From an optimization exercise on the open Yosys and OpenROAD flow, aimed at a short achievable clock period and few clock cycles; shortcuts taken in it are not production practice.
Only simulation tests tie the RTL to the original design; equivalence was not proved.
No activity file was given, so power comes from the tool's default toggle rates.

==> flow/design.v <==
`timescale 1ns/1ps
 `timescale 1ns/1ps
module sub_compare (
  input  logic [31:0] a     ,
  input  logic [31:0] b     ,
  output logic [32:0] data_s,
  output logic [32:0] data_us
);
  assign data_s = {(a[31]),a[31:0]} + ((~{b[31],b[31:0]}) + 1'b1);  
  assign data_us = {1'b0,a[31:0]} + ~({1'b0,b[31:0]}) + 1'b1;  
endmodule  
 `timescale 1ns/1ps
module shift_reg (
  input  logic [31:0] a  ,
  input  logic [ 4:0] b  , 
  output logic [31:0] sll,
  output logic [31:0] srl,
  output logic [31:0] sra
);
  always_comb begin 
 	case (b)
	5'd0: begin 
		sll = a;
		srl = a;
		sra = a;
	end
	5'd1: begin 
		sll = {a[30:0],1'b0};
		srl = {1'b0,a[31:1]};
		sra = {a[31],a[31:1]};
	end 
	5'd2: begin
		sll = {a[29:0],2'b00};
		srl = {2'b00,a[31:2]};
		sra = {{2{a[31]}},a[31:2]};
	end
	5'd3: begin 
		sll = {a[28:0],{3{1'b0}}};
		srl = {{3{1'b0}},a[31:3]};
		sra = {{3{a[31]}},a[31:3]};
	end
	5'd4: begin 
		sll = {a[27:0],{4{1'b0}}}; 
		srl = {{4{1'b0}},a[31:4]};
		sra = {{4{a[31]}},a[31:4]};
	end
	5'd5: begin 
		sll = {a[26:0],{5{1'b0}}};
		srl = {{5{1'b0}},a[31:5]};
		sra = {{5{a[31]}},a[31:5]};
	end 
	5'd6: begin 
		sll = {a[25:0],{6{1'b0}}};
		srl = {{6{1'b0}},a[31:6]};
		sra = {{6{a[31]}},a[31:6]};
	end
	5'd7: begin 
		sll = {a[24:0],{7{1'b0}}};
		srl = {{7{1'b0}},a[31:7]};
		sra = {{7{a[31]}},a[31:7]};
	end
	5'd8: begin
		sll = {a[23:0],{8{1'b0}}};
		srl = {{8{1'b0}},a[31:8]};
		sra = {{8{a[31]}},a[31:8]};
	end
	5'd9: begin 
		sll = {a[22:0],{9{1'b0}}};
		srl = {{9{1'b0}},a[31:9]};
		sra = {{9{a[31]}},a[31:9]};
	end 
	5'd10: begin 
		sll = {a[21:0],{10{1'b0}}};
		srl = {{10{1'b0}},a[31:10]};
		sra = {{10{a[31]}},a[31:10]};
	end
	5'd11: begin
		sll = {a[20:0],{11{1'b0}}};
		srl = {{11{1'b0}},a[31:11]};
		sra = {{11{a[31]}},a[31:11]};
	end 
	5'd12: begin
		sll = {a[19:0],{12{1'b0}}};
		srl = {{12{1'b0}},a[31:12]};
		sra = {{12{a[31]}},a[31:12]};
	end 
	5'd13: begin 
		sll = {a[18:0],{13{1'b0}}};
		srl = {{13{1'b0}},a[31:13]};
		sra = {{13{a[31]}},a[31:13]};
	end 
	5'd14: begin
		sll = {a[17:0],{14{1'b0}}};
		srl = {{14{1'b0}},a[31:14]};
		sra = {{14{a[31]}},a[31:14]};
	end 
	5'd15: begin
		sll = {a[16:0],{15{1'b0}}};
		srl = {{15{1'b0}},a[31:15]};
		sra = {{15{a[31]}},a[31:15]};
	end 
	5'd16: begin
		sll = {a[15:0],{16{1'b0}}};
		srl = {{16{1'b0}},a[31:16]};
		sra = {{16{a[31]}},a[31:16]};
	end 
	5'd17: begin
		sll = {a[14:0],{17{1'b0}}};
		srl = {{17{1'b0}},a[31:17]}; 
		sra = {{17{a[31]}},a[31:17]};
	end 
	5'd18: begin
		sll = {a[13:0],{18{1'b0}}};
		srl = {{18{1'b0}},a[31:18]};
		sra = {{18{a[31]}},a[31:18]};
	end
	5'd19: begin 
		sll = {a[12:0],{19{1'b0}}};
		srl = {{19{1'b0}},a[31:19]};
		sra = {{19{a[31]}},a[31:19]};
	end
	5'd20: begin 
		sll = {a[11:0],{20{1'b0}}}; 
		srl = {{20{1'b0}},a[31:20]};
		sra = {{20{a[31]}},a[31:20]};
	end
	5'd21: begin
		sll = {a[10:0],{21{1'b0}}};
		srl = {{21{1'b0}},a[31:21]};
		sra = {{21{a[31]}},a[31:21]};
	end 
	5'd22: begin
		sll = {a[9:0],{22{1'b0}}};
		srl = {{22{1'b0}},a[31:22]};
		sra = {{22{a[31]}},a[31:22]};
	end 
	5'd23: begin
		sll = {a[8:0],{23{1'b0}}};
		srl = {{23{1'b0}},a[31:23]};
		sra = {{23{a[31]}},a[31:23]};
	end
	5'd24: begin
		sll = {a[7:0],{24{1'b0}}};
		srl = {{24{1'b0}},a[31:24]};
		sra = {{24{a[31]}},a[31:24]};
	end
	5'd25: begin
		sll = {a[6:0],{25{1'b0}}};
		srl = {{25{1'b0}},a[31:25]};
		sra = {{25{a[31]}},a[31:25]};
	end 
	5'd26: begin 
		sll = {a[5:0],{26{1'b0}}};
		srl = {{26{1'b0}},a[31:26]};
		sra = {{26{a[31]}},a[31:26]};
	end 
	5'd27: begin 
		sll = {a[4:0],{27{1'b0}}};
		srl = {{27{1'b0}},a[31:27]};
		sra = {{27{a[31]}},a[31:27]};
	end 
	5'd28: begin
		sll = {a[3:0],{28{1'b0}}};
		srl = {{28{1'b0}},a[31:28]};
		sra = {{28{a[31]}},a[31:28]};
	end 
	5'd29: begin 
		sll = {a[2:0],{29{1'b0}}};
		srl = {{29{1'b0}},a[31:29]};
		sra = {{29{a[31]}},a[31:29]};
	end 
	5'd30: begin
		sll = {a[1:0],{30{1'b0}}};
		srl = {{30{1'b0}},a[31:30]};
		sra = {{30{a[31]}},a[31:30]};
	end
	5'd31: begin 
		sll = {a[0:0],{31{1'b0}}};
		srl = {{31{1'b0}},a[31:31]};
		sra = {{31{a[31]}},a[31:31]};
	end
	default: begin 
		sll = 32'h0;
		srl = 32'h0;
		sra = 32'h0; 
 end
 endcase 
 end
endmodule
 `timescale 1ns/1ps
module alu
(
  input  logic [31:0] operand_a		 ,
  input  logic [31:0] operand_b		 ,	
  input 			[ 3:0] alu_op,
  output logic [31:0] alu_data
);
  localparam logic [3:0] ADD  = 4'b0000;
  localparam logic [3:0] SUB  = 4'b1000;
  localparam logic [3:0] SLT  = 4'b0010;
  localparam logic [3:0] SLTU = 4'b0011;
  localparam logic [3:0] XOR  = 4'b0100;
  localparam logic [3:0] OR   = 4'b0110;
  localparam logic [3:0] AND  = 4'b0111;
  localparam logic [3:0] SLL  = 4'b0001;
  localparam logic [3:0] SRL  = 4'b0101;
  localparam logic [3:0] SRA  = 4'b1101;
  localparam logic [3:0] LUI  = 4'b1011;
/*verilator lint_off UNUSEDSIGNAL*/
  logic [32:0] data_s,
               data_us;
  logic [31:0] sll_data, 
               srl_data,
               sra_data;
/*verilator lint_on UNUSEDSIGNAL*/
  logic [3:0] alu_op_t;
  sub_compare compare (
    .a       (operand_a),
    .b       (operand_b),
    .data_s  (data_s)   ,
    .data_us (data_us)
  );
  shift_reg shift (
    .a   (operand_a)     ,
    .b   (operand_b[4:0]),
    .sll (sll_data)      ,
    .srl (srl_data)      ,
    .sra (sra_data)
  );
  always_comb begin 
	 alu_op_t = alu_op[3:0];
    case (alu_op_t) 
      ADD : alu_data = operand_a + operand_b; 
      SUB : alu_data = data_s[31:0];
      SLT : alu_data = (data_s[32]) ? 32'h1 : 32'h0;
      SLTU: alu_data = (data_us[32]) ? 32'h1 : 32'h0;
      XOR : alu_data = operand_a ^ operand_b;
      OR  : alu_data = operand_a | operand_b;
      AND : alu_data = operand_a & operand_b;
      SLL : alu_data = sll_data;
      SRL : alu_data = srl_data;
      SRA : alu_data = sra_data;
      LUI : alu_data = operand_b;
      default: alu_data = 0;
    endcase 
  end
  endmodule 
 `timescale 1ns/1ps
module brc (
  input  logic [31:0] rs1_data,
  input  logic [31:0] rs2_data,
  input  logic        br_un   ,  
  output logic        br_less ,  
  output logic        br_equal   
);
  /*verilator lint_off UNUSEDSIGNAL*/
  logic [32:0] data_s, data_us;
  /*verilator lint_on UNUSEDSIGNAL*/
  sub_compare br_comp (
    .a       (rs1_data),
    .b       (rs2_data),
    .data_s  (data_s)  ,
    .data_us (data_us)
  );
  assign br_less  = (br_un) ? data_s[32] : data_us[32]; 
  assign br_equal = (rs1_data == rs2_data) ? 1 : 0;
endmodule 
 `timescale 1ns/1ps
module control_unit 
(
  input  logic [31:0] instr    ,
  input  logic        br_less  ,
  input  logic        br_equal ,
  input  logic        ack      , 
  output logic [ 1:0] pc_sel   ,  
  output logic        reg_wr_en,
  output logic        rd_en    ,  
  output logic        br_un    ,  
  output logic        a_sel    ,  
  output logic        b_sel    ,  
  output logic [ 3:0] alu_sel  ,
  output logic        wr_en    ,  
  output logic [ 2:0] ld_sel   ,  
  output logic [ 3:0] bmask    ,  
  output logic [ 1:0] wb_sel   ,  
  output logic        insn_vld 
);
  localparam logic [6:0] LUI    = 7'b0110111;
  localparam logic [6:0] AUIPC  = 7'b0010111;
  localparam logic [6:0] JAL    = 7'b1101111;
  localparam logic [6:0] JALR   = 7'b1100111;
  localparam logic [6:0] B_type = 7'b1100011;
  localparam logic [6:0] Load   = 7'b0000011;
  localparam logic [6:0] Store  = 7'b0100011;
  localparam logic [6:0] I_type = 7'b0010011;
  localparam logic [6:0] R_type = 7'b0110011;
  localparam logic [2:0] BEQ_LB_SB_ADDI     = 3'b000;
  localparam logic [2:0] BNE_LH_SH_SLLI     = 3'b001;
  localparam logic [2:0] BLT_LBU_XORI       = 3'b100;
  localparam logic [2:0] BGE_LHU_SRLI_SRAI  = 3'b101;
  localparam logic [2:0] BLTU_ORI           = 3'b110;
  localparam logic [2:0] BGEU_ANDI          = 3'b111;
  localparam logic [2:0] LW_SW_SLTI         = 3'b010;
  localparam logic [2:0] SLTIU              = 3'b011;
  logic [6:0] opcode_type;
  logic [2:0] funct3_type;
  logic [20:0] other_signal;
  logic [ 1:0] pc_sel_base;
  logic        reg_wr_en_base, br_take, mem_wait;
  assign pc_sel    = mem_wait ? 2'b10 : (br_take ? 2'b01 : pc_sel_base);
  assign reg_wr_en = reg_wr_en_base && !mem_wait;
  assign insn_vld  = 1'b0;
  assign {pc_sel_base, 
          a_sel,
          b_sel,
          reg_wr_en_base,
          br_un,
          wr_en,
          alu_sel,
          rd_en,
          bmask,
          ld_sel,
          wb_sel} = other_signal;
  always_comb begin 
	 opcode_type = instr[6:0];
    funct3_type = instr[14:12];
    br_take  = 1'b0;
    mem_wait = 1'b0;
    case (opcode_type) 
    LUI   : other_signal = 21'b00_1_1_1_1_0_1011_0_1111_111_00;  
    AUIPC : other_signal = 21'b00_1_1_1_1_0_0000_0_1111_111_00;  
    JAL   : other_signal = 21'b01_1_1_1_1_0_0000_0_1111_111_10;  
    JALR  : other_signal = 21'b01_0_1_1_1_0_0000_0_1111_111_10;  
    B_type: begin 
      case (funct3_type) 
      BEQ_LB_SB_ADDI   : begin other_signal = 21'b00_1_1_0_1_0_0000_0_1111_111_00; br_take = br_equal; end                
      BNE_LH_SH_SLLI   : begin other_signal = 21'b00_1_1_0_1_0_0000_0_1111_111_00; br_take = ~br_equal; end                
      BLT_LBU_XORI     : begin other_signal = 21'b00_1_1_0_1_0_0000_0_1111_111_00; br_take = br_less; end                
      BGE_LHU_SRLI_SRAI: begin other_signal = 21'b00_1_1_0_1_0_0000_0_1111_111_00; br_take = (~br_less || br_equal); end  
      BLTU_ORI         : begin other_signal = 21'b00_1_1_0_0_0_0000_0_1111_111_00; br_take = br_less; end                
      BGEU_ANDI        : begin other_signal = 21'b00_1_1_0_0_0_0000_0_1111_111_00; br_take = (~br_less || br_equal); end  
      default          : other_signal = 21'd0;
      endcase
    end 
    I_type: begin 
      case (funct3_type)
      BEQ_LB_SB_ADDI   : other_signal = 21'b00_0_1_1_1_0_0000_0_1111_111_00;  
      LW_SW_SLTI       : other_signal = 21'b00_0_1_1_1_0_0010_0_1111_111_00;  
      SLTIU            : other_signal = 21'b00_0_1_1_0_0_0011_0_1111_111_00;  
      BLT_LBU_XORI     : other_signal = 21'b00_0_1_1_1_0_0100_0_1111_111_00;  
      BLTU_ORI         : other_signal = 21'b00_0_1_1_1_0_0110_0_1111_111_00;  
      BGEU_ANDI        : other_signal = 21'b00_0_1_1_1_0_0111_0_1111_111_00;  
      BNE_LH_SH_SLLI   : other_signal = 21'b00_0_1_1_1_0_0001_0_1111_111_00;  
      BGE_LHU_SRLI_SRAI: other_signal = (~instr[30]) ? 21'b00_0_1_1_1_0_0101_0_1111_111_00 : 21'b00_0_1_1_1_0_1101_0_1111_111_00;  
      default          : other_signal = 21'd0;
      endcase 
    end
    R_type: begin 
      case (funct3_type)
      BEQ_LB_SB_ADDI   : other_signal = (~instr[30]) ? 21'b00_0_0_1_1_0_0000_0_1111_111_00 : 21'b00_0_0_1_1_0_1000_0_1111_111_00;  
      LW_SW_SLTI       : other_signal = 21'b00_0_0_1_1_0_0010_0_1111_111_00;  
      SLTIU            : other_signal = 21'b00_0_0_1_0_0_0011_0_1111_111_00;  
      BLT_LBU_XORI     : other_signal = 21'b00_0_0_1_1_0_0100_0_1111_111_00;  
      BLTU_ORI         : other_signal = 21'b00_0_0_1_1_0_0110_0_1111_111_00;  
      BGEU_ANDI        : other_signal = 21'b00_0_0_1_1_0_0111_0_1111_111_00;  
      BNE_LH_SH_SLLI   : other_signal = 21'b00_0_0_1_1_0_0001_0_1111_111_00;  
      BGE_LHU_SRLI_SRAI: other_signal = (~instr[30]) ? 21'b00_0_0_1_1_0_0101_0_1111_111_00 : 21'b00_0_0_1_1_0_1101_0_1111_111_00;  
      default          : other_signal = 21'd0;
      endcase 
    end
    Load: begin
      case (funct3_type)
      BEQ_LB_SB_ADDI   : begin other_signal = 21'b00_0_1_1_0_0_0000_1_1111_000_01; mem_wait = ~ack; end  
      BNE_LH_SH_SLLI   : begin other_signal = 21'b00_0_1_1_0_0_0000_1_1111_001_01; mem_wait = ~ack; end  
      BLT_LBU_XORI     : begin other_signal = 21'b00_0_1_1_0_0_0000_1_1111_011_01; mem_wait = ~ack; end  
      BGE_LHU_SRLI_SRAI: begin other_signal = 21'b00_0_1_1_0_0_0000_1_1111_100_01; mem_wait = ~ack; end  
      LW_SW_SLTI       : begin other_signal = 21'b00_0_1_1_0_0_0000_1_1111_010_01; mem_wait = ~ack; end  
      default          : other_signal = 21'd0;
      endcase 
    end
    Store: begin 
      case (funct3_type)
      BEQ_LB_SB_ADDI: begin other_signal = 21'b00_0_1_0_0_1_0000_0_0001_000_00; mem_wait = ~ack; end  
      BNE_LH_SH_SLLI: begin other_signal = 21'b00_0_1_0_0_1_0000_0_0011_000_00; mem_wait = ~ack; end  
      LW_SW_SLTI    : begin other_signal = 21'b00_0_1_0_0_1_0000_0_1111_000_00; mem_wait = ~ack; end  
      default       : other_signal = 21'd0;
      endcase
    end
    default: other_signal = 21'd0;
    endcase
  end
endmodule
 `timescale 1ns/1ps
module immgen 
(
  input  logic [31:0] instr,
  output logic [31:0] imm
);
  localparam logic [6:0] LUI    = 7'b0110111;
  localparam logic [6:0] AUIPC  = 7'b0010111;
  localparam logic [6:0] JAL    = 7'b1101111;
  localparam logic [6:0] JALR   = 7'b1100111;
  localparam logic [6:0] B_type = 7'b1100011;
  localparam logic [6:0] Load   = 7'b0000011;
  localparam logic [6:0] Store  = 7'b0100011;
  localparam logic [6:0] I_type = 7'b0010011;
  localparam logic [6:0] R_type = 7'b0110011;
  localparam logic [2:0] BEQ_LB_SB_ADDI     = 3'b000;
  localparam logic [2:0] BNE_LH_SH_SLLI     = 3'b001;
  localparam logic [2:0] BLT_LBU_XORI       = 3'b100;
  localparam logic [2:0] BGE_LHU_SRLI_SRAI  = 3'b101;
  localparam logic [2:0] BLTU_ORI           = 3'b110;
  localparam logic [2:0] BGEU_ANDI          = 3'b111;
  localparam logic [2:0] LW_SW_SLTI         = 3'b010;
  localparam logic [2:0] SLTIU              = 3'b011;
  logic [6:0] opcode;
  logic [2:0] funct3;
  always_comb begin 
  	 opcode = instr[6:0];
    funct3 = instr[14:12];
    case (opcode) 
      LUI   : imm = {instr[31:12], 12'h0};
      AUIPC : imm = {instr[31:12], 12'h0};
      JAL   : imm = {{12{instr[31]}}, instr[19:12], instr[20], instr[30:21], 1'b0};
      JALR  : imm = {{20{instr[31]}}, instr[31:20]};
      B_type: imm = {{20{instr[31]}}, instr[7], instr[30:25], instr[11:8], 1'b0};  
      Load  : imm = {{20{instr[31]}}, instr[31:20]};
      Store : imm = {{20{instr[31]}}, instr[31:25], instr[11:7]};
      I_type: begin 
        case (funct3)
          BEQ_LB_SB_ADDI   : imm = {{20{instr[31]}}, instr[31:20]};
		  LW_SW_SLTI       : imm = {{20{instr[31]}}, instr[31:20]};
		  SLTIU            : imm = {{20{instr[31]}}, instr[31:20]};
		  BLT_LBU_XORI     : imm = {{20{instr[31]}}, instr[31:20]};
		  BLTU_ORI         : imm = {{20{instr[31]}}, instr[31:20]};
		  BGEU_ANDI        : imm = {{20{instr[31]}}, instr[31:20]};
		  BNE_LH_SH_SLLI   : imm = {27'h0, instr[24:20]};
		  BGE_LHU_SRLI_SRAI: imm = {27'h0, instr[24:20]};
	      default          : imm = 0;
        endcase
      end
      default: imm = 0;
    endcase
  end
endmodule
 `timescale 1ns/1ps
module pc (
  input  logic clk         ,
  input  logic rst         ,
  input  logic [12:0] pc_in, 
  output logic [12:0] pc_out
);
  always_ff @(posedge clk) begin 
    if (rst) begin 
      pc_out <= 0;
    end else begin 
      pc_out <= pc_in;
    end
  end
endmodule
 `timescale 1ns/1ps
module regfile (
  input  logic        clk     , 
  input  logic        rst     ,
  input  logic [ 4:0] rs1_addr,
  input  logic [ 4:0] rs2_addr,
  input  logic [ 4:0] rd_addr , 
  input  logic        rd_wren ,
  input  logic [31:0] rd_data ,
  output logic [31:0] rs1_data, 
  output logic [31:0] rs2_data
);
  logic [31:0] register_array [31:0];
  integer i; 
  always_ff @(posedge clk) begin 
    if (rst) begin 
      for (i = 0; i < 32; i = i + 1) begin
        register_array[i] <= 32'h0;
      end
    end else if (rd_wren && (rd_addr != 5'b00000)) begin 
      register_array[rd_addr] <= rd_data;
    end
  end
  assign rs1_data = (rs1_addr == 0) ? 32'h0 : register_array[rs1_addr];
  assign rs2_data = (rs2_addr == 0) ? 32'h0 : register_array[rs2_addr];
endmodule
 `timescale 1ns/1ps
/*verilator lint_off WIDTHEXPAND*/
module input_peri (
    input  logic        rst,
    input  logic [ 7:0] addr,
    input  logic [31:0] io_sw,
    input  logic [ 3:0] io_btn,
    output logic [31:0] rdata
);
  always_comb begin
    if (rst) begin 
   	  rdata = 32'h0;
    end else begin 
      case (addr) 
        8'h00: rdata = io_sw;
        8'h10: rdata = io_btn;
        default: rdata = 32'h0;
      endcase 
    end
  end
endmodule 
 `timescale 1ns/1ps
/*verilator lint_off WIDTHTRUNC*/
module output_peri (
  input  logic        clk    ,
  input  logic        rst    ,
  input  logic [ 7:0] addr   ,
  input  logic [31:0] w_data ,
  input  logic        wr_en  ,
  input  logic [ 3:0] bmask  ,
  output logic [31:0] rd_data,
  output logic [ 6:0] io_hex0,
  output logic [ 6:0] io_hex1,
  output logic [ 6:0] io_hex2,
  output logic [ 6:0] io_hex3,
  output logic [ 6:0] io_hex4,
  output logic [ 6:0] io_hex5,
  output logic [ 6:0] io_hex6,
  output logic [ 6:0] io_hex7,
  output logic [31:0] io_ledr,
  output logic [31:0] io_ledg,
  output logic [31:0] io_lcd 
);
  always_ff @(posedge clk) begin 
    if (rst) begin 
      io_ledr <= 0;
      io_ledg <= 0;
      io_hex0 <= 0;
      io_hex1 <= 0;
      io_hex2 <= 0;
      io_hex3 <= 0;
      io_hex4 <= 0;
      io_hex5 <= 0;
      io_hex6 <= 0;
      io_hex7 <= 0;
      io_lcd  <= 0;
    end else if (wr_en) begin 
      case (addr)
      8'h00: begin
        if (bmask[3]) io_ledr[31:24] <= w_data[31:24];
        if (bmask[2]) io_ledr[23:16] <= w_data[23:16];
        if (bmask[1]) io_ledr[15: 8] <= w_data[15: 8];
        if (bmask[0]) io_ledr[ 7: 0] <= w_data[ 7: 0];
      end
      8'h10: begin
        if (bmask[3]) io_ledg[31:24] <= w_data[31:24];
        if (bmask[2]) io_ledg[23:16] <= w_data[23:16];
        if (bmask[1]) io_ledg[15: 8] <= w_data[15: 8];
        if (bmask[0]) io_ledg[ 7: 0] <= w_data[ 7: 0];
      end
      8'h20: begin
        if (bmask[3]) io_hex3 <= w_data[30:24];
        if (bmask[2]) io_hex2 <= w_data[22:16];
        if (bmask[1]) io_hex1 <= w_data[14: 8];
        if (bmask[0]) io_hex0 <= w_data[ 6: 0];
      end
      8'h24: begin
        if (bmask[3]) io_hex7 <= w_data[30:24];
        if (bmask[2]) io_hex6 <= w_data[22:16];
        if (bmask[1]) io_hex5 <= w_data[14: 8];
        if (bmask[0]) io_hex4 <= w_data[ 6: 0];
      end
      8'h30: begin
        if (bmask[3]) io_lcd[31:24] <= w_data[31:24];
        if (bmask[2]) io_lcd[23:16] <= w_data[23:16];
        if (bmask[1]) io_lcd[15: 8] <= w_data[15: 8];
        if (bmask[0]) io_lcd[ 7: 0] <= w_data[ 7: 0];
      end
      default: begin 
        io_ledr <= io_ledr;
        io_ledg <= io_ledg;
        io_hex0 <= io_hex0;
        io_hex1 <= io_hex1;
        io_hex2 <= io_hex2;
        io_hex3 <= io_hex3;
        io_hex4 <= io_hex4;
        io_hex5 <= io_hex5;
        io_hex6 <= io_hex6;
        io_hex7 <= io_hex7;
        io_lcd  <= io_lcd;
      end
      endcase
    end
  end
  always_comb begin 
  case (addr)
    8'h00: rd_data = io_ledr;
    8'h10: rd_data = {{24{1'b0}},io_ledg};
	 8'h20: rd_data = {1'b0, io_hex3, 1'b0, io_hex2, 1'b0, io_hex1, 1'b0, io_hex0};
	 8'h24: rd_data = {1'b0, io_hex7, 1'b0, io_hex6, 1'b0, io_hex5, 1'b0, io_hex4};
    8'h30: rd_data = io_lcd;
    default: rd_data = 0;
  	endcase 
  end
endmodule
 `timescale 1ns/1ps
/*verilator lint_off UNUSEDSIGNAL*/
module sram_IS61WV25616_controller_32b_3lr (
  input  logic [17:0]   i_ADDR   ,
  input  logic [31:0]   i_WDATA  ,
  input  logic [ 3:0]   i_BMASK  ,
  input  logic          i_WREN   ,
  input  logic          i_RDEN   ,
  output logic [31:0]   o_RDATA  ,
  output logic          o_ACK    ,
  output logic [17:0]   SRAM_ADDR,
  input  logic [15:0]   SRAM_DQ_i ,
  output logic [15:0]   SRAM_DQ_o ,
  output logic          SRAM_DQ_oe,
  output logic          SRAM_CE_N,
  output logic          SRAM_WE_N,
  output logic          SRAM_LB_N,
  output logic          SRAM_UB_N,
  output logic          SRAM_OE_N,
  input logic i_clk,
  input logic i_reset
);
  typedef enum logic [2:0] {
      StIdle
    , StWrite
    , StWriteAck
    , StRead0
    , StRead1
    , StReadAck
  } sram_state_e;
  sram_state_e sram_state_d;
  sram_state_e sram_state_q;
  logic [17:0] addr_d;
  logic [17:0] addr_q;
  logic [31:0] wdata_d;
  logic [31:0] wdata_q;
  logic [31:0] rdata_d;
  logic [31:0] rdata_q;
  logic [ 3:0] bmask_d;
  logic [ 3:0] bmask_q;
  always_comb begin : proc_detect_state
    case (sram_state_q)
      StWriteAck, StReadAck: begin
        sram_state_d = StIdle;
        addr_d       = addr_q;
        wdata_d      = wdata_q;
        rdata_d      = rdata_q;
        bmask_d      = bmask_q;
      end
      StIdle: begin
        if (i_WREN ~^ i_RDEN) begin
          sram_state_d = StIdle;
          addr_d       = addr_q;
          wdata_d      = wdata_q;
          rdata_d      = rdata_q;
          bmask_d      = bmask_q;
        end
        else begin
          sram_state_d = i_WREN ? StWrite : StRead0;
          addr_d       = i_ADDR & 18'h3FFFE;
          wdata_d      = i_WREN ? i_WDATA : wdata_q;
          rdata_d      = rdata_q;
          bmask_d      = i_BMASK;
        end
      end
      StWrite: begin
        sram_state_d = StWriteAck;
        addr_d       = addr_q | 18'h1;
        wdata_d      = wdata_q;
        rdata_d      = rdata_q;
        bmask_d      = bmask_q;
      end
      StRead0: begin
        sram_state_d = StRead1;
        addr_d       = addr_q | 18'h1;
        wdata_d      = wdata_q;
        rdata_d      = {rdata_q[31:16], SRAM_DQ_i};
        bmask_d      = bmask_q;
      end
      StRead1: begin
        sram_state_d = StReadAck;
        addr_d       = addr_q;
        wdata_d      = wdata_q;
        rdata_d      = {SRAM_DQ_i, rdata_q[15:0]};
        bmask_d      = bmask_q;
      end
      default: begin
        sram_state_d = StIdle;
        addr_d       = '0;
        wdata_d      = '0;
        rdata_d      = '0;
        bmask_d      = '0;
      end
    endcase
  end
  always_ff @(posedge i_clk) begin
    if (!i_reset) begin
      sram_state_q <= StIdle;
    end
    else begin
      sram_state_q <= sram_state_d;
    end
  end
  always_ff @(posedge i_clk) begin
    if (!i_reset) begin
      addr_q  <= '0;
      wdata_q <= '0;
      rdata_q <= '0;
      bmask_q <= 4'b0000;
    end
    else begin
      addr_q  <= addr_d;
      wdata_q <= wdata_d;
      rdata_q <= rdata_d;
      bmask_q <= bmask_d;
    end
  end
  always_comb begin : proc_output
    SRAM_ADDR = addr_q;
    SRAM_DQ_o  = '0;
    SRAM_DQ_oe = 1'b0;
    SRAM_OE_N  = 1'b0;
    SRAM_WE_N = 1'b1;
    SRAM_CE_N = 1'b1;
    case (sram_state_q)
      StWrite, StRead0: begin
        {SRAM_UB_N, SRAM_LB_N} = ~bmask_q[1:0];
      end
      StWriteAck, StRead1, StReadAck: begin
        {SRAM_UB_N, SRAM_LB_N} = ~bmask_q[3:2];
      end
      default: begin
        {SRAM_UB_N, SRAM_LB_N} = ~bmask_q[1:0];
      end
    endcase
    if (sram_state_q == StWrite) begin
      SRAM_DQ_o  = wdata_q[15:0];
      SRAM_DQ_oe = 1'b1;
      SRAM_WE_N = 1'b0;
    end
    if (sram_state_q == StWriteAck) begin
      SRAM_DQ_o  = wdata_q[31:16];
      SRAM_DQ_oe = 1'b1;
      SRAM_WE_N = 1'b0;
    end
    if (sram_state_q != StIdle) begin
      SRAM_CE_N = 1'b0;
    end
  end
  assign o_RDATA = rdata_q;
  assign o_ACK  = (sram_state_q == StWriteAck) || (sram_state_q == StReadAck);
endmodule
 `timescale 1ns/1ps
/*verilator lint_off WIDTHEXPAND*/
/*verilator lint_off UNUSEDSIGNAL*/
module lsu (
  input  logic        clk     ,
  input  logic        rst     ,
  input  logic [15:0] addr    ,
  input  logic [31:0] w_data  ,
  input  logic        wr_en   ,
  input  logic        rd_en   ,
  input  logic [ 3:0] bmask   ,
  input  logic [ 2:0] ld_sel  ,
  output logic [31:0] r_data  ,
  output logic [31:0] io_ledr ,
  output logic [31:0] io_ledg ,
  output logic [ 6:0] io_hex0 ,
  output logic [ 6:0] io_hex1 ,
  output logic [ 6:0] io_hex2 ,
  output logic [ 6:0] io_hex3 ,
  output logic [ 6:0] io_hex4 ,
  output logic [ 6:0] io_hex5 ,
  output logic [ 6:0] io_hex6 ,
  output logic [ 6:0] io_hex7 ,
  output logic [31:0] io_lcd  ,
  output logic        ack     ,
  input  logic [31:0] io_sw   ,
  input  logic [ 3:0] io_btn  , 
  output logic [17:0]   SRAM_ADDR,
  input  logic [15:0]   SRAM_DQ_i ,
  output logic [15:0]   SRAM_DQ_o ,
  output logic          SRAM_DQ_oe,
  output logic          SRAM_CE_N,
  output logic          SRAM_WE_N,
  output logic          SRAM_LB_N,
  output logic          SRAM_UB_N,
  output logic          SRAM_OE_N
);
  logic [31:0] rdata_dmem, rd_peri_in, rd_peri, data_rd_temp; 
  logic 	      wr_en_outperi, wr_en_dmem, ack_dmem;
  assign wr_en_dmem = wr_en && ~addr[14];
  assign wr_en_outperi = wr_en && addr[14] && (addr[11:8] == 4'b0000);
  sram_IS61WV25616_controller_32b_3lr dmem (
    .i_clk   (clk)       ,
    .i_reset (!rst)      ,
    .i_ADDR  (addr[12:0]),
    .i_WDATA (w_data)    ,
    .i_BMASK (bmask)     ,
    .i_WREN  (wr_en_dmem),
    .i_RDEN  (rd_en)     ,
    .o_RDATA (rdata_dmem),
    .o_ACK   (ack_dmem)  , 
    .SRAM_ADDR (SRAM_ADDR),
    .SRAM_DQ_i (SRAM_DQ_i) ,
    .SRAM_DQ_o (SRAM_DQ_o) ,
    .SRAM_DQ_oe(SRAM_DQ_oe),
    .SRAM_CE_N (SRAM_CE_N),
    .SRAM_WE_N (SRAM_WE_N),
    .SRAM_LB_N (SRAM_LB_N),
    .SRAM_UB_N (SRAM_UB_N),
    .SRAM_OE_N (SRAM_OE_N)
  );
  assign ack = ack_dmem || (wr_en && addr[14]);
  output_peri peri_out (
    .clk       (clk)          ,
    .rst       (rst)          ,
    .addr      (addr[7:0])    ,
    .w_data    (w_data)       ,
    .wr_en     (wr_en_outperi),
    .bmask     (bmask)        ,
    .rd_data   (rd_peri)	    ,	
    .io_ledr   (io_ledr)	  ,
    .io_ledg   (io_ledg)      ,
    .io_hex0   (io_hex0) 	    ,
    .io_hex1   (io_hex1)      ,
    .io_hex2   (io_hex2)      ,
    .io_hex3   (io_hex3)      ,
    .io_hex4   (io_hex4)      ,
    .io_hex5   (io_hex5)      ,
    .io_hex6   (io_hex6)      ,
    .io_hex7   (io_hex7)      ,
    .io_lcd    (io_lcd)          
  );
  input_peri per_in (
    .rst    (rst)      ,
    .addr   (addr[7:0]),
    .io_sw  (io_sw)    ,
    .io_btn (io_btn)   ,
    .rdata  (rd_peri_in)
  );
  assign data_rd_temp = (~addr[14]) ? rdata_dmem : (addr[11:8] == 4'b0000) ? rd_peri : (addr[11:8] == 4'b1000) ? rd_peri_in : 32'h0;
  always_comb begin 
    case (ld_sel) 
      3'b000: r_data = {{24{data_rd_temp[7]}},data_rd_temp[7:0]};    
      3'b001: r_data = {{16{data_rd_temp[15]}},data_rd_temp[15:0]};  
      3'b010: r_data = data_rd_temp;                                 
      3'b011: r_data = {24'h0,data_rd_temp[7:0]};                    
      3'b100: r_data = {16'h0,data_rd_temp[15:0]};                   
      default: r_data = 32'h0; 
    endcase 
  end 
endmodule
 `timescale 1ns/1ps
module singlecycle 
(
   input  logic        clk     , 
   input  logic        rst     ,
   output logic [12:0] imem_addr ,
   input  logic [31:0] imem_rdata,
   output logic [31:0] io_ledr ,
   output logic [31:0] io_ledg , 
   output logic [ 6:0] io_hex0 ,
   output logic [ 6:0] io_hex1 ,
   output logic [ 6:0] io_hex2 ,
   output logic [ 6:0] io_hex3 ,
   output logic [ 6:0] io_hex4 ,
   output logic [ 6:0] io_hex5 ,
   output logic [ 6:0] io_hex6 ,
   output logic [ 6:0] io_hex7 ,
   output logic [31:0] io_lcd  ,
   input  logic [31:0] io_sw   ,
   input  logic [ 3:0] io_btn  ,
   output logic [17:0]   SRAM_ADDR,
   input  logic [15:0]   SRAM_DQ_i ,
   output logic [15:0]   SRAM_DQ_o ,
   output logic          SRAM_DQ_oe,
   output logic          SRAM_CE_N,
   output logic          SRAM_WE_N,
   output logic          SRAM_LB_N,
   output logic          SRAM_UB_N,
   output logic          SRAM_OE_N
); 
   logic [ 1:0] pc_sel, wb_sel;
   logic [12:0] pc, pc_four, nxt_pc;
   logic [31:0] operand_a, operand_b;
   logic [31:0] instr, wb_data, rs1_data, rs2_data, imm, alu_data, r_data;
   logic        reg_wr_en, br_un, br_less, br_equal, a_sel, b_sel, wr_en, rd_en, ack;
   logic [ 3:0] alu_sel, bmask;
   logic [ 2:0] ld_sel;
   control_unit ctr_unit (
      .instr     (instr)    ,
      .br_less   (br_less)  ,
      .br_equal  (br_equal) ,
      .ack       (ack)      ,
      .pc_sel    (pc_sel)   ,
      .reg_wr_en (reg_wr_en),
      .rd_en     (rd_en)    , 
      .br_un     (br_un)    ,
      .a_sel     (a_sel)    ,
      .b_sel     (b_sel)    ,
      .alu_sel   (alu_sel)  ,
      .wr_en     (wr_en)    ,
      .ld_sel    (ld_sel)   ,
      .bmask     (bmask)    ,
      .wb_sel    (wb_sel)   ,
      .insn_vld  ()
   ); 
	assign pc_four = pc + 4;
   always_comb begin 
      case (pc_sel) 
         2'b00: nxt_pc = pc_four;
         2'b01: nxt_pc = alu_data;
         2'b10: nxt_pc = pc;
         default: nxt_pc = 0 ;
      endcase
   end
   pc pr_cnt (
      .clk    (clk)   ,
      .rst    (rst)   ,
      .pc_in  (nxt_pc),
      .pc_out (pc)
   );
   assign imem_addr = pc;
   assign instr     = imem_rdata;
   regfile reg_files (
      .clk      (clk)         ,   
      .rst      (rst)         ,
      .rs1_addr (instr[19:15]) ,
      .rs2_addr (instr[24:20]),
      .rd_addr  (instr[11:7]),
      .rd_wren  (reg_wr_en)   ,
      .rd_data  (wb_data)     ,
      .rs1_data (rs1_data)    ,
      .rs2_data (rs2_data)
   );
   immgen immidiate (
      .instr (instr), 
      .imm   (imm)
   );
   brc branchcomp (
      .rs1_data (rs1_data),
      .rs2_data (rs2_data),
      .br_un    (br_un)   ,
      .br_less  (br_less) ,
      .br_equal (br_equal)
   );
   assign operand_a = (~a_sel) ? rs1_data : pc; 
   assign operand_b = (~b_sel) ? rs2_data : imm;
   alu alu_process (
      .operand_a (operand_a),
      .operand_b (operand_b),
      .alu_op    (alu_sel)  ,
      .alu_data  (alu_data)
   );
   lsu load_store_unit (
      .clk       (clk)           ,
      .rst       (rst)           ,
      .addr      (alu_data[15:0]),
      .w_data    (rs2_data)      ,
      .wr_en     (wr_en)         ,
      .rd_en     (rd_en)         ,
      .bmask     (bmask)         ,
      .ld_sel    (ld_sel)        ,
      .r_data    (r_data)        ,
      .io_ledr   (io_ledr)       ,
      .io_ledg   (io_ledg)       ,
      .io_hex0   (io_hex0)       ,
      .io_hex1   (io_hex1)       ,
      .io_hex2   (io_hex2)       ,
      .io_hex3   (io_hex3)       ,
      .io_hex4   (io_hex4)       ,
      .io_hex5   (io_hex5)       , 
      .io_hex6   (io_hex6)       ,
      .io_hex7   (io_hex7)       ,
      .io_lcd    (io_lcd)        ,
      .ack       (ack)           ,
      .io_sw     (io_sw)         ,
      .io_btn    (io_btn)        ,
      .SRAM_ADDR (SRAM_ADDR),
      .SRAM_DQ_i (SRAM_DQ_i) ,
      .SRAM_DQ_o (SRAM_DQ_o) ,
      .SRAM_DQ_oe(SRAM_DQ_oe),
      .SRAM_CE_N (SRAM_CE_N),
      .SRAM_WE_N (SRAM_WE_N),
      .SRAM_LB_N (SRAM_LB_N),
      .SRAM_UB_N (SRAM_UB_N),
      .SRAM_OE_N (SRAM_OE_N)
   );
   always_comb begin 
      case (wb_sel)
         2'b00: wb_data = alu_data;
         2'b01: wb_data = r_data;
         2'b10: wb_data = pc_four;
         default: wb_data = 0;
      endcase 
   end
endmodule
==> flow/run.sh <==
#!/bin/bash
# synth_recipe.tcl (not shown) runs the flow's synth.tcl, then flattens the netlist and writes it again
# the make line also repeats each setting of config.mk as NAME=value (left out here)
make -C /OpenROAD-flow-scripts/flow DESIGN_CONFIG=/design/flow/config.mk WORK_HOME=/design/flow/orfs CLKGATE_MAP_FILE= SYNTH_SCRIPT=/design/flow/synth_recipe.tcl finish
==> flow/config.mk <==
export PLATFORM = sky130hd
export DESIGN_NAME = singlecycle
export DESIGN_NICKNAME = singlecycle
export VERILOG_FILES = /design/flow/design.v
export SDC_FILE = /design/flow/constraint.sdc
export NUM_CORES = 4
export LEC_CHECK = 0
export CAP_MARGIN = 20
export CORE_MARGIN = 2
export CORE_UTILIZATION = 40
export PLACE_DENSITY = 0.6
export SLEW_MARGIN = 20
==> flow/constraint.sdc <==
create_clock -name core_clock -period 16.0 [get_ports {clk}]
set_input_delay 3.2000 -clock core_clock [delete_from_list [all_inputs] [get_ports {clk}]]
set_output_delay 3.2000 -clock core_clock [all_outputs]
set_load 0.01 [all_outputs]
==> run notes <==
[cells in the final DEF, fill, tap and decap left out, types with 61 or more instances in the layout]
master,instances
mux4_2,497
clkbuf_16,140
inv_1,134
buf_4,358
nor3_1,61
a21oi_1,405
o22ai_1,177
nor2_1,1421
edfxtp_1,1024
mux2i_1,284
ha_1,130
a22oi_1,190
dfxtp_1,248
o21ai_0,226
nand3_1,131
nand2_1,462
clkdlybuf4s50_1,273
[worst max-delay path, cell delays in order]
cell	delay (ps)
clkdlybuf4s50_1	630
nand4bb_1	980
nor3b_2	720
a2111oi_4	100
buf_4	240
nand2_2	540
o22ai_1	440
fa_1	540
nor2b_1	200
o311ai_0	260
a2111oi_0	590
o21ai_0	300
a31o_2	380
o2111ai_1	350
a311oi_1	210
nor2_1	220
nand4b_1	140
a31oi_1	520
nand4b_1	420
nor3_4	810
buf_4	380
a32oi_1	130
a31o_2	320
a41oi_2	370
a21oi_4	190
buf_4	340
nor2_1	120
[final timing paths]
check             slack (ps)                             from                               end  cells past startpoint
setup reg to reg        5940  reg_files.register_array[29][0]  reg_files.register_array[31][24]                     27
hold reg to reg          450   load_store_unit.dmem.addr_q[4]    load_store_unit.dmem.addr_q[4]                      2
setup / recovery        2900                    imem_rdata[3]  reg_files.register_array[31][24]                     27
hold / removal           450   load_store_unit.dmem.addr_q[4]    load_store_unit.dmem.addr_q[4]                      2
[cells by family (layout without fill, tap and decap cells)]
| logic type | count (synthesis) | in the layout |
|---|---|---|
| and+or+nand+nor | 2534 | 2534 |
| AOI/OAI and AO/OA | 1724 | 1724 |
| DFF | 1272 | 1272 |
| buffers and inverters | 859 | 1039 |
| muxes | 799 | 799 |
| adders and majority gates | 132 | 132 |
| xor gates and xnor gates | 17 | 17 |
| other | 1 | 68 |
[area by class of cell]
class,instances,share of cell area
multi-input combinational,5244,0.446
sequential,1272,0.398
timing repair buffer,647,0.0631
clock buffer,172,0.0410
tap,2624,0.0366
clock inverter,72,0.00798
inverter,148,0.00621
antenna,30,0.000837
[routing by layer]
layer | vias up | global-route usage
met5 | - | 0
met4 | 22 | 0.286
met3 | 1565 | 0.128
met2 | 6258 | 0.583
met1 | 35900 | 0.490
li1 | 28200 | -
[power by group]
part	internal, W	switching (W)
sequential	0.00366	0.0000576
combinational	0.000880	0.00254
clock	0.00176	0.00143
total	0.00630	0.00403
[registers in the layout, summed over array words and instances (netlist names), 13 cells and up]
| signal | flops |
|---|---|
| load_store_unit.dmem.wdata_q | 32 |
| reg_files.register_array | 1024 |
| load_store_unit.dmem.addr_q | 13 |
| load_store_unit.peri_out.io_ledg | 32 |
| load_store_unit.peri_out.io_ledr | 32 |
| pr_cnt.pc_out | 13 |
| load_store_unit.peri_out.io_lcd | 32 |
| load_store_unit.dmem.rdata_q | 32 |
[metrics by stage]
step	hold WS, ps	power, W
4_1_cts	453	0.0101
3_5_place_dp	444	0.00698
2_1_floorplan	419	0.00552
3_3_place_gp	432	0.00699
6_report	453	0.0103
5_1_grt	467	0.0105
==> impl.org <==
** Critical path
- Critical path arrival :: 13740 ps
- Critical path launch point type :: primary input
- Worst-path fanout max :: 27
- Setup CP Type :: in -> reg
- CP Data Required Time :: 16640 ps
- STA classifies the critical path endpoint as a register.

** Die
- Die Y :: 447 um
- 291 I/O pins were placed.
- Cell Rows :: 162
- Initial core utilization :: 0.403
- In this run the horizontal extent of the chip is 447 um.
- The die covers 200000 um^2.
- Floorplan Core Area :: 195000 um^2

** Clock network
- Maximum clock path buffer count :: 3
- Clock tree synthesis found a total of 1272 sinks.
- Cell chosen for the clock root :: clkbuf_16
- Gates resized during post-CTS repair numbered 0.
- TritonCTS built the clock tree.
- Number of buffers inserted by post-CTS setup repair :: 0
- The number of hold buffers added after CTS was 0.
- Worst-skew pair later-pin latency :: 820 ps
- After clock tree synthesis, the clock-pin slew on the worst setup and hold paths is 60 ps.
- CTS H-tree lvls :: 4
- TritonCTS created 138 clock buffers.

** Global route
- Global routing finished with a remaining overflow of 0.
- The via count of the first global-routing pass was 68.0k.
- Number of antenna violations at the first check in global routing :: 44
- Wire length of the first global-routing pass :: 554000 um
- Maximum number of pins on one net before global-route repair :: 89
- In the global route stage, overall resource usage came out at 0.397.

** Drt
- Final wirelength :: 404000 um
- The routed design uses 173000 um of met2 wire.
- Number of DRC violations after detailed routing :: 0
- The first detailed-routing pass took 8 iterations.
- Top layer in use :: met5
- The detailed router put a total of 142000 um of wire on met1.
- After detailed routing, the number of vias per cell comes to 7.04.
- Once detail routing completed, the nets flagged for antenna violations numbered 0.
- Dividing the detail-routed wire length by the instance count gives 39.6 um.
- Detailed routing inserted a total of 71.9k vias.
- In this run, the number of DRC markers left after iteration 0 of detailed routing was 12.2k.
- Detailed-routed wire length on met3 :: 53600 um

** Logic synthesis
- For this run, the register share of the synthesized area comes to 0.455.
- Main combinational cell family by area after synthesis :: multiplexers
- Number of synthesized flops with an enable pin :: 1024
- For this run, the leading register cell type out of synthesis is edfxtp_1.
- Of the total synthesized cell area, the portion taken by full adders, half adders and majority gates is 0.0212.
- Synth cell types :: 119
- Yosys synthesis warning count :: 12
- Top area cells in the synthesized netlist :: edfxtp_1, mux4_2, nor2_1, dfxtp_1, mux2i_1
- Most used standard cell by instance count after synthesis :: nor2_1
- Leading post-synthesis cells by instance count :: nor2_1, edfxtp_1, mux4_2
- Counting flops with an async set or reset pin after synthesis yields a share of 0.
- Post-Synth Simple-Gate Area :: 0.142
- Synthesized flop and latch total :: 1272
- The fraction of the mapped netlist area in compound gates was 0.151.
- Synthesized area per cell :: 10.7 um^2
- Of the total synthesized cell area, the portion taken by XOR and XNOR cells is 0.00190.
- Summing every instance area after synthesis gives 78500 um^2.
- Of all cell types, the one taking the most synthesized area is edfxtp_1.
- The share of synthesized area in the top cell type comes to 0.392.
- Of the post-synthesis cell area, the part taken by muxes is 0.181.
- Cell count after synthesis :: 7338

** Timing
- In the post-route analysis, the smallest setup slack over all paths is 2900 ps.
- The final count of hold timing violations was 0.
- Tmin final :: 13100 ps
- Setup-failing EPs final :: 0
- Timing would allow up to 0.0763 GHz.
- At the pin with the least slew margin, the transition time is 1370 ps.
- Setup repair after global routing left no endpoint under its margin.
- Max Transition Viols Final :: 0
- In the finished design, the share of the clock period the worst path needs comes to 0.819.
- Adding up every negative setup slack in the final design gives 0 ps.
- Across the routed clock network, the largest skew measured is 58.4 ps.
- The worst pin sits at a relative slew slack of 0.0839.

** Placed design
- Placed cell count :: 9930
- The count of buffers added on input and output ports is 284.
- The congestion estimate from routability-driven global placement came to 1.03.
- After detailed placement, the total cell area comes to 85100 um^2.
- Pre-CTS WS :: 2470 ps
- Detailed placement finished with a half-perimeter wire length of 274000 um.

** Status
- The run finished with no timing, DRC or antenna violations.

** Cells and area
- Area added between synthesis and finish :: 14.2%
- Final cell count without fillers :: 10.2k
- Fraction of final layout cells with drive strength greater than 1 :: 0.180
- With fillers left out, the area of the finished cells amounts to 89700 um^2.
- For this run, the share of the core covered by cells in the final layout is 0.460.
- The multi-input combinational cells in the finished layout cover a total of 40000 um^2.
- At the end of the flow, the number of nets in the layout was 7669.
- Counting the fill cells in the layout gives 18.1k.
- Area used by sequential logic in the layout :: 35700 um^2

** Power
- Power spread over the standard cell area amounts to 115 nW/um^2.
- Across the VDD grid, the largest voltage drop is 0.109 mV.
- Static power due to leakage :: 31.0 nW

** Run
- The tool flagged a number of max-cap violations equal to 0.

** Min path
- In this run the worst hold path is classified as reg -> reg.
Testbench counts, summed over its fixed seeds: cycles 50,397.

==> re-timing with driven ports <==
How much do the figures lean on ideal ports? The routed layout below was timed once more, with nothing changed but the port constraints. Step 1 assumes that a clkbuf_16 drives the clock port and a buf_2 every other input. Step 2 moves the port delays by t, midway between the first and last clock arrival at a register: inputs arrive t later, outputs are due t later. That takes back most of the time a late clock gives input paths. Slacks: ideal / step 1 / step 2; pairs: ideal / step 1.
t, ns: 0.870
setup slack, ns: 2.898 / 2.951 / 2.081
worst hold slack (ns): 0.453 / 0.453 / 0.453
latest minus earliest clock arrival (ns): 0.059 / 0.058
After both steps setup and hold are still met in this run. The setup slack of this run moves by +0.053 ns with the drivers and by -0.817 ns with both steps.
